What follows belongs to an exercise in optimizing a design on an open flow for small area, a short achievable clock period and few clock cycles; a production flow would make more cautious choices. At most, simulation tests tie the RTL to the original design; equivalence was not proved. No activity file was given, so power comes from the tool's default toggle rates.

==> flow/design.v (excerpt) <==
module div32(
    input clk,
    input rst,
    input start,
    input [31:0] dividend,
    input [31:0] divisor,
    output [31:0] quotient,
    output [31:0] remainder,
    output reg finish
);
==> flow/config.mk <==
export PLATFORM = sky130hd
export DESIGN_NAME = div32
export DESIGN_NICKNAME = div32
export VERILOG_FILES = /design/flow/design.v
export SDC_FILE = /design/flow/constraint.sdc
export NUM_CORES = 8
export LEC_CHECK = 0
export ABC_AREA = 1
export CAP_MARGIN = 20
export CORE_MARGIN = 2
export CORE_UTILIZATION = 40
export CTS_BUF_LIST = sky130_fd_sc_hd__clkbuf_8
export PLACE_DENSITY = 0.6
export SETUP_SLACK_MARGIN = 2.7
export SLEW_MARGIN = 20
==> flow/constraint.sdc <==
create_clock -name core_clock -period 5.0 [get_ports {clk}]
set_input_delay 1.0000 -clock core_clock [delete_from_list [all_inputs] [get_ports {clk}]]
set_output_delay 1.0000 -clock core_clock [all_outputs]
set_load 0.01 [all_outputs]
standard.sh (not shown) runs the stock make flow with config.mk's settings and CLKGATE_MAP_FILE= SYNTH_SCRIPT=/design/flow/synth_recipe.tcl, a recipe that flattens the netlist after the stock synthesis.
==> flow/flow/run.sh <==
#!/bin/bash
# Standard layout, with plain buffers on the ports instead of the default delay-cell buffers.
set -euo pipefail
bash standard.sh BUFFER_PORTS_ARGS="-buffer_cell sky130_fd_sc_hd__buf_1" finish > standard.log 2>&1
Rerun with:
--- a/flow/design.v
+++ b/flow/design.v
@@ -264,17 +264,16 @@
     end
 end
 always @(posedge clk) begin
     za <= la[4:0];
     zb <= lb;
     if (start) begin
-        r <= dividend;
+        r <= dividend & {32{~lb[5]}};    
         d <= divisor;
     end else begin
-        if (norm & zb[5]) r <= 32'b0;     
-        else             r <= r ^ flip;
+        r <= r ^ flip;
         if (norm) d <= d << sh[4:0];
         else      d <= d >> 1;
     end
     if (norm) j <= sh;
     else      j <= j - 6'd1;
     if (norm)      q <= 32'b0;
Utilization grows by 0.99 points.
Clock-buffer cell count is unchanged.
Routed wire length is about the same.
Power fell by 3.5%.
Hold slack is better by 0.022 ns.
Final cell count fell by about 4.5%.
Die area shrinks by about 0.5%.
Clock skew decreases by 0.0032 ns.
Non-clock buffer count goes up by 13.
Setup slack got worse by 0.050 ns.
Sequential share of layout area came out higher by 2.8 points.
Synthesized area decreases by about 0.5%.
Via count decreases by 2.7%.
Design area goes up by about 1.8%.
Function was not checked in any run of this note: the RTL went through the layout flow alone.

---

old:
div32, a different RTL version from the one above (not shown whole).
Size in the first run: ~1400 cells after synthesis, ~110 flip-flops, roughly 130 I/O pins.
Design div32, start of the top module:
module div32(
    input clk,
    input rst,
    input start,
    input [31:0] dividend,
    input [31:0] divisor,
    output [31:0] quotient,
    output [31:0] remainder,
    output reg finish
);
export LEC_CHECK = 0
export ABC_AREA = 1
export CAP_MARGIN = 20
export CORE_MARGIN = 2
export CORE_UTILIZATION = 40
export PLACE_DENSITY = 0.6
export SETUP_SLACK_MARGIN = 2.7
export SLEW_MARGIN = 20
create_clock -name core_clock -period 5.0 [get_ports {clk}]
Scripts as last shown in full above: flow/flow/run.sh
Setup changes, old to new
-- flow/design.v --
<<< old, line 265
always @(posedge clk) begin
    za <= la[4:0];
    d <= (norm & ~start) ? (d << sh[4:0]) : (start ? divisor : (d >> 1));
    if (start) begin
        r <= dividend;
        j <= lb;
    end else begin
        if (norm & j[5]) r <= 32'b0;      
        else             r <= r ^ flip;
        if (norm) j <= sh;
        else      j <= j - 6'd1;
    end
    if (norm)      q <= 32'b0;
>>> new, line 265
always @(posedge clk) begin
    za <= la[4:0];
    if (start) begin
        r <= dividend;
        d <= divisor;
        j <= lb;
    end else begin
        if (norm & j[5]) r <= 32'b0;      
        else             r <= r ^ flip;
        if (norm) begin
            d <= d << sh[4:0];
            j <= sh;
        end else begin
            d <= d >> 1;
            j <= j - 6'd1;
        end
    end
    if (norm)      q <= 32'b0;
--- outcome ---
new -> old: core utilization of the finished layout flat. Sort new and old by synthesized area, ascending, and new comes first. Per the comparison of new with old, maximum fanout encountered on the critical timing path went down, sequential portion of the cell area picked up an extra 0.66 points, final standard cell count with taps included and fillers excluded shows a reduction of 22. Diff old -> new | number of signal-net buffers in the layout | up slightly. Looking at worst setup path endpoint, the d[30]$_DFFE_PP_ result is from new; the d[24]$_DFF_P_ one comes from old. Met3 layer wire length in the routed design (lower): new. The estimated power of new ends up lower than the estimate for old.
Testbench counts of new, summed over its fixed seeds: cycles 47,977.
Function not checked in old: the RTL went through the layout flow alone.

---

Another version of the RTL of div32 (not shown whole).
For scale: about 110 flip-flops, about 130 I/O pins, about 8400 um^2 of cells after synthesis.
Settings: LEC_CHECK=0, ABC_AREA=1, CAP_MARGIN=20, CORE_MARGIN=2, CORE_UTILIZATION=40, PLACE_DENSITY=0.6, SETUP_SLACK_MARGIN=2.8, SLEW_MARGIN=20; clock period 5.0 ns.
==> flow/flow/run.sh <==
#!/bin/bash
# Standard layout, with plain buffers on the ports instead of the default delay-cell buffers.
set -euo pipefail
bash standard.sh BUFFER_PORTS_ARGS="-buffer_cell sky130_fd_sc_hd__buf_2" finish > standard.log 2>&1
Testbench counts at the start, summed over its fixed seeds: cycles 47,977.
Next try:
--- a/flow/design.v
+++ b/flow/design.v
@@ -43,26 +43,31 @@
             c4[4*i+:4] = v3[2*i+1] ? {1'b0, c3[3*(2*i+1)+:3]} : {1'b1, c3[3*(2*i)+:3]};
         end
         lzc32 = {~(v4[1] | v4[0]), v4[1] ? {1'b0, c4[7:4]} : {1'b1, c4[3:0]}};
     end
 endfunction
 wire [5:0] la = lzc32(dividend);
 wire [5:0] lb = lzc32(divisor);
-wire [4:0] sp = j[4:0] ^ ~za;
-wire [4:0] sg = j[4:0] & ~za;
+wire [4:0] sp = j[4:0] | ~za;                     
+wire [4:0] sg = j[4:0] & ~za;                     
 wire [5:0] sc;                                    
 assign sc[0] = 1'b1;
-assign sc[1] = sg[0] | sp[0];
-assign sc[2] = sg[1] | (sp[1] & sg[0]) | (sp[1] & sp[0]);
-assign sc[3] = sg[2] | (sp[2] & sg[1]) | (sp[2] & sp[1] & sg[0]) | (sp[2] & sp[1] & sp[0]);
-assign sc[4] = sg[3] | (sp[3] & sg[2]) | (sp[3] & sp[2] & sg[1]) | (sp[3] & sp[2] & sp[1] & sg[0])
-             | (sp[3] & sp[2] & sp[1] & sp[0]);
+assign sc[1] = sp[0];
+assign sc[2] = sg[1] | (sp[1] & j[0]) | (sp[1] & ~za[0]);
+assign sc[3] = sg[2] | (sp[2] & sg[1]) | (sp[2] & sp[1] & sp[0]);
+assign sc[4] = sg[3] | (sp[3] & sg[2]) | (sp[3] & sp[2] & sg[1]) | (sp[3] & sp[2] & sp[1] & sp[0]);
 assign sc[5] = sg[4] | (sp[4] & sg[3]) | (sp[4] & sp[3] & sg[2]) | (sp[4] & sp[3] & sp[2] & sg[1])
-             | (sp[4] & sp[3] & sp[2] & sp[1] & sg[0]) | (sp[4] & sp[3] & sp[2] & sp[1] & sp[0]);
-wire [5:0] sh   = {~sc[5], sp ^ sc[4:0]};
+             | (sp[4] & sp[3] & sp[2] & sp[1] & sp[0]);
+wire [5:0] sh;                                    
+assign sh[0] = j[0] ^ za[0];
+assign sh[1] = j[1] ^ (~za[1] ^ sc[1]);
+assign sh[2] = j[2] ^ (~za[2] ^ sc[2]);
+assign sh[3] = j[3] ^ (~za[3] ^ sc[3]);
+assign sh[4] = j[4] ^ (~za[4] ^ sc[4]);
+assign sh[5] = ~sc[5];
 wire       triv = j[5] | sh[5];                   
 wire [31:0] kg = r & ~d;
 wire [31:0] kt = r | ~d;
 wire kC_0 = r[0] | ~d[0];
 wire kC_1 = kg[1] | (kt[1] & r[0]) | (kt[1] & ~d[0]);
 wire kG0_3 = kg[3] | (kt[3] & kg[2]);
 wire kP0_3 = kt[3] & kt[2];
=>
- The changed run completed without violations
- area after synthesis came out lower slightly
- via count decreases slightly
- worst setup slack improved by 0.020 ns
- core utilization decreases by 1.7 points
- total power went down by about a fifth
- final cell count is lower slightly
- clock skew barely changes
- die area decreases slightly
- register-to-register slack improved by 0.13 ns
- combinational power is lower by a quarter to a third
- cell area drops by a few percent
- critical path depth goes down by 5
- wire length drops by a few percent
Testbench counts after the change, summed over its fixed seeds: cycles 47,977.

---

## main
div32 with an RTL version that a note above also has.
Size in the first run: ~1,400 cells after synthesis, roughly 130 I/O pins, ~8300 µm² of cells after synthesis.
==> flow/design.v (excerpt) <==
module div32(
    input clk,
    input rst,
    input start,
    input [31:0] dividend,
    input [31:0] divisor,
    output [31:0] quotient,
    output [31:0] remainder,
    output reg finish
);
==> flow/config.mk <==
export PLATFORM = sky130hd
export DESIGN_NAME = div32
export DESIGN_NICKNAME = div32
export VERILOG_FILES = /design/flow/design.v
export SDC_FILE = /design/flow/constraint.sdc
export NUM_CORES = 8
export LEC_CHECK = 0
export ABC_AREA = 1
export CAP_MARGIN = 20
export CORE_MARGIN = 2
export CORE_UTILIZATION = 40
export CTS_BUF_LIST = sky130_fd_sc_hd__clkbuf_8
export PLACE_DENSITY = 0.6
export SETUP_SLACK_MARGIN = 2.7
export SLEW_MARGIN = 20
==> flow/constraint.sdc <==
create_clock -name core_clock -period 5.0 [get_ports {clk}]
set_input_delay 1.0000 -clock core_clock [delete_from_list [all_inputs] [get_ports {clk}]]
set_output_delay 1.0000 -clock core_clock [all_outputs]
set_load 0.01 [all_outputs]
==> flow/flow/run.sh <==
#!/bin/bash
# Standard layout, with plain buffers on the ports instead of the default delay-cell buffers.
set -euo pipefail
bash standard.sh BUFFER_PORTS_ARGS="-buffer_cell sky130_fd_sc_hd__buf_1" finish > standard.log 2>&1
Testbench counts of main, summed over its fixed seeds: cycles 47,977.
### main -> the feature branch
diff --git a/flow/design.v b/flow/design.v
--- a/flow/design.v
+++ b/flow/design.v
@@ -233,52 +233,51 @@
 assign sub[24] = r[24] ^ (~d[24] ^ kG4_23);
 assign sub[25] = r[25] ^ (~d[25] ^ kG4_24);
 assign sub[26] = r[26] ^ (~d[26] ^ kG4_25);
 assign sub[27] = r[27] ^ (~d[27] ^ kG4_26);
 assign sub[28] = r[28] ^ (~d[28] ^ kG4_27);
 assign sub[29] = r[29] ^ (~d[29] ^ kG4_28);
 assign sub[30] = r[30] ^ (~d[30] ^ kG4_29);
 assign sub[31] = r[31] ^ (~d[31] ^ kG4_30);
 assign sub[32] = ~kG4_31;
 wire        ge  = ~sub[32];
 wire        take = iter & ge;
-wire [31:0] flip = {32{take}} & (r ^ sub[31:0]);
+wire [31:0] rkeep = start ? dividend : ((norm & j[5]) ? 32'b0 : r);    
+wire [31:0] rnext = (take & ~start) ? sub[31:0] : rkeep;
 always @(posedge clk or posedge rst) begin
     if (rst) begin
         finish <= 1'b0;
         norm   <= 1'b0;
         iter   <= 1'b0;
     end else if (start) begin
         finish <= 1'b0;
         norm   <= 1'b1;
         iter   <= 1'b0;
     end else if (norm) begin
         norm   <= 1'b0;
         finish <= triv;
         iter   <= ~triv;
     end else if (iter) begin
         if (j[4:0] == 5'd0) begin
             iter   <= 1'b0;
             finish <= 1'b1;
         end
     end
 end
 always @(posedge clk) begin
     za <= la[4:0];
+    r <= rnext;
     if (start) begin
-        r <= dividend;
         d <= divisor;
         j <= lb;
     end else begin
-        if (norm & j[5]) r <= 32'b0;      
-        else             r <= r ^ flip;
         if (norm) begin
             d <= d << sh[4:0];
             j <= sh;
         end else begin
             d <= d >> 1;
             j <= j - 6'd1;
         end
     end
     if (norm)      q <= 32'b0;
     else if (iter) q <= {q[30:0], ge};
 end
Notes after the runs:
The feature branch vs. main: total power went up by about 1.7%.
Diff main and the feature branch: buffering overhead higher in the feature branch
Of main and the feature branch, the run reporting the lower overall die width was main.
Number of well taps was higher in the feature branch than in main.
Against main, gate count after technology mapping in the feature branch fell by a few percent.
Changes observed in the feature branch relative to main: total non-filler cell area in the finished layout went up; post-route clock period utilization went up by 1.6 points; filler cell count went up.
Row height of the die: the feature branch higher / main lower
The feature branch — wire length 2.0% lower, main as reference
The feature branch: combined area of all synthesized cells is about 2.4% higher than what main reported.
Post-route worst setup slack delta for the feature branch relative to main: 0.080 ns lower
Comparing main and the feature branch, final cell count is lower on the feature branch.
Global placement routability congestion sits lower in the feature branch than in main.
Only the layout flow was run in the feature branch; the RTL was not checked for function there.

-- separate check: timing with driven ports --
In the flow no input, the clock included, has a driving cell. The finished layouts below were timed again as built, in two steps. Step 1 sets driving cells, clkbuf_16 on the clock port and buf_2 on the other inputs (assumed; they add their load-dependent delay and slew). Step 2 times the ports against the registers' clock, not the clock port: input delays grow and output delays shrink by t, the midpoint of the rising clock arrivals with the driver on. Slacks: ideal ports / drivers / drivers and shift; pairs: ideal ports / drivers.
| run | t (ns) | slack for setup (ns) | worst hold slack (ns) | worst setup path at the end | clock arrival spread, ns |
|---|---|---|---|---|---|
| the first run of note 1 | 0.504 | 2.785 / 2.785 / 2.334 | 0.344 / 0.338 / 0.445 | input to register | 0.018 / 0.018 |
| the second run of note 1 | 0.501 | 2.736 / 2.736 / 2.275 | 0.366 / 0.347 / 0.470 | input to register | 0.015 / 0.014 |
| old | 0.419 | 2.756 / 2.756 / 2.397 | 0.471 / 0.459 / 0.505 | input to register | 0.018 / 0.018 |
| new | 0.409 | 2.759 / 2.759 / 2.405 | 0.463 / 0.447 / 0.502 | input to register | 0.010 / 0.010 |
| the first run of note 3 | 0.417 | 2.726 / 2.726 / 2.413 | 0.483 / 0.457 / 0.490 | input to register | 0.013 / 0.013 |
| the second run of note 3 | 0.418 | 2.745 / 2.746 / 2.328 | 0.491 / 0.480 / 0.499 | input to register | 0.011 / 0.010 |
| main | 0.447 | 2.809 / 2.809 / 2.402 | 0.428 / 0.413 / 0.508 | input to register | 0.015 / 0.015 |
| the feature branch | 0.429 | 2.729 / 2.729 / 2.327 | 0.444 / 0.441 / 0.501 | input to register | 0.011 / 0.012 |
After both steps setup and hold are still met in every run listed. For the second run of note 1, which loses most, drivers alone change the setup slack by 0.000 ns; drivers and shift together by -0.461 ns.
